Source: an optimization exercise on an open RTL-to-GDS flow (aim: small area). Production flows keep margins and buffers that such runs may drop.
Function was checked by simulation only, so behaviour that the tests miss may differ from the original.

==> flow/design.v (excerpt) <==
module fir (
    input  wire       clk,
    input  wire       rst_n,
    input  wire [3:0] din,
    output wire [3:0] dout
);
Settings: LEC_CHECK=0, ABC_AREA=1, CAP_MARGIN=0, CORE_MARGIN=2, CORE_UTILIZATION=65, GPL_TIMING_DRIVEN=0, SLEW_MARGIN=0, SYNTH_HIERARCHICAL=1, SYNTH_MINIMUM_KEEP_SIZE=0; clock period 10.0 ns.
standard.sh (not shown) runs the stock make flow with config.mk's settings and CLKGATE_MAP_FILE= SYNTH_SCRIPT=/design/flow/synth_recipe.tcl, a recipe that flattens the netlist after the stock synthesis.
==> flow/flow/run.sh <==
#!/bin/bash
# Own layout flow: the standard ORFS flow (standard.sh, including its synthesis) with
#  - the smallest buffer on the data ports (every port still gets its buffer),
#  - one buf_6 as the reset input buffer (set before repair_design, so no reset buffer tree),
#  - no CTS dummy loads.
# Each make step's full log stays under orfs/logs/; make's own output goes to standard_flow.log.
set -euo pipefail
bash standard.sh \
  BUFFER_PORTS_ARGS="-buffer_cell sky130_fd_sc_hd__buf_1" \
  PRE_RESIZE_TCL="$PWD/flow/pre_resize.tcl" \
  CTS_ARGS="-sink_clustering_enable -repair_clock_nets -buf_list sky130_fd_sc_hd__clkbuf_8 -dont_use_dummy_load" \
  finish > standard_flow.log 2>&1
==> flow/flow/pre_resize.tcl <==
# Drive the reset net from its (strong) input buffer alone, instead of a weak
# input buffer followed by a tree of repair buffers.
set block [ord::get_db_block]
set master [[ord::get_db] findMaster sky130_fd_sc_hd__buf_6]
set net [$block findNet rst_n]
foreach iterm [$net getITerms] {
  set inst [$iterm getInst]
  if {[string match "sky130_fd_sc_hd__buf_*" [[$inst getMaster] getName]]} {
    puts "pre_resize: [$inst getName] -> sky130_fd_sc_hd__buf_6"
    $inst swapMaster $master
  }
}
Next try:
==> flow/flow/run.sh (replaced) <==
#!/bin/bash
# Own layout flow: the standard ORFS flow (standard.sh) with smaller port buffers
# and no CTS dummy loads. Everything else, including synthesis, is the standard flow.
set -euo pipefail
bash standard.sh \
  BUFFER_PORTS_ARGS="-buffer_cell sky130_fd_sc_hd__buf_1" \
  CTS_ARGS="-sink_clustering_enable -repair_clock_nets -buf_list sky130_fd_sc_hd__clkbuf_8 -dont_use_dummy_load" \
  finish > standard_flow.log 2>&1
- ABC_AREA: 1 -> unset
removed: flow/flow/pre_resize.tcl
=> Non-clock buffer count rose by 2; setup slack loses 29 ps; critical path depth is lower by 1; worst hold slack got worse by 13 ps; utilization goes up by 0.53 points; wire length drops by a few percent; cell count decreases by a few percent.

---

Starting RTL as in the previous note.
Settings: LEC_CHECK=0, CAP_MARGIN=0, CORE_MARGIN=2, CORE_UTILIZATION=65, GPL_TIMING_DRIVEN=0, SLEW_MARGIN=0, SYNTH_HIERARCHICAL=1, SYNTH_MINIMUM_KEEP_SIZE=0; clock period 10.0 ns.
==> flow/flow/run.sh <==
#!/bin/bash
# Own layout flow: the standard ORFS flow (standard.sh, including its synthesis) with
#  - the smallest buffer on the data ports (every port still gets its buffer),
#  - one buf_6 as the reset input buffer (set before repair_design, so no reset buffer tree),
#  - no CTS dummy loads.
# Each make step's full log stays under orfs/logs/; make's own output goes to standard_flow.log.
set -euo pipefail
bash standard.sh \
  BUFFER_PORTS_ARGS="-buffer_cell sky130_fd_sc_hd__buf_1" \
  PRE_RESIZE_TCL="$PWD/flow/pre_resize.tcl" \
  CTS_ARGS="-sink_clustering_enable -repair_clock_nets -buf_list sky130_fd_sc_hd__clkbuf_8 -dont_use_dummy_load" \
  finish > standard_flow.log 2>&1
==> flow/flow/pre_resize.tcl <==
# Drive the reset net from its (strong) input buffer alone, instead of a weak
# input buffer followed by a tree of repair buffers.
set block [ord::get_db_block]
set master [[ord::get_db] findMaster sky130_fd_sc_hd__buf_6]
set net [$block findNet rst_n]
foreach iterm [$net getITerms] {
  set inst [$iterm getInst]
  if {[string match "sky130_fd_sc_hd__buf_*" [[$inst getMaster] getName]]} {
    puts "pre_resize: [$inst getName] -> sky130_fd_sc_hd__buf_6"
    $inst swapMaster $master
  }
}
==> next run, changes <==
--- a/flow/flow/run.sh
+++ b/flow/flow/run.sh
@@ -3,3 +3,3 @@
 #  - the smallest buffer on the data ports (every port still gets its buffer),
-#  - one buf_6 as the reset input buffer (set before repair_design, so no reset buffer tree),
+#  - one buf_4 as the reset input buffer (set before repair_design, so no reset buffer tree),
 #  - no CTS dummy loads.
==> flow/flow/pre_resize.tcl (replaced) <==
# Drive the reset net from its (strong) input buffer alone, instead of a weak
# input buffer followed by a tree of repair buffers.
set block [ord::get_db_block]
set master [[ord::get_db] findMaster sky130_fd_sc_hd__buf_4]
set net [$block findNet rst_n]
foreach iterm [$net getITerms] {
  set inst [$iterm getInst]
  if {[string match "sky130_fd_sc_hd__buf_*" [[$inst getMaster] getName]]} {
    puts "pre_resize: [$inst getName] -> sky130_fd_sc_hd__buf_4"
    $inst swapMaster $master
  }
}
Result: The changed run completed without violations. Worst hold slack hardly moves. Non-clock buffer count rises by 1. Cell count hardly moves. Global-route usage is about the same. Sequential cell count does not change. Register-to-register slack got worse by 0.02 ns. Synthesized cell count stays the same.

==> separate check: timing with driven ports <==
The flow's constraints put no driver on any port. The routed layouts listed below were extracted and timed again, unchanged, in two steps.
Step 1: set_driving_cell puts a clkbuf_16 on clk and a buf_2 on each other input, an assumption about the parent block.
Step 2 adds t to the input delays and takes it off the output delays; t is the mean of the earliest and latest rising clock arrival at the registers after step 1. Input paths then give back, and output paths get back, about the clock's delay inside the block.
a / b / c = ideal ports / drivers / drivers and shift; a / b = the first two.
| run | t (ns) | setup WS [ns] | worst setup path after step 2 | clock arrival spread, ns |
|---|---|---|---|---|
| the first run of note 1 | 0.386 | 1.621 / 1.621 / 1.540 | input to register | 0.027 / 0.027 |
| the second run of note 1 | 0.391 | 1.592 / 1.592 / 1.530 | input to register | 0.024 / 0.023 |
| the first run of note 2 | 0.388 | 1.604 / 1.604 / 1.548 | input to register | 0.026 / 0.026 |
| the second run of note 2 | 0.388 | 1.589 / 1.589 / 1.531 | input to register | 0.021 / 0.021 |
After both steps every run listed still meets setup and hold. The setup slack of the first run of note 1, which loses most, moves by 0.000 ns with the drivers and by -0.081 ns with both steps.
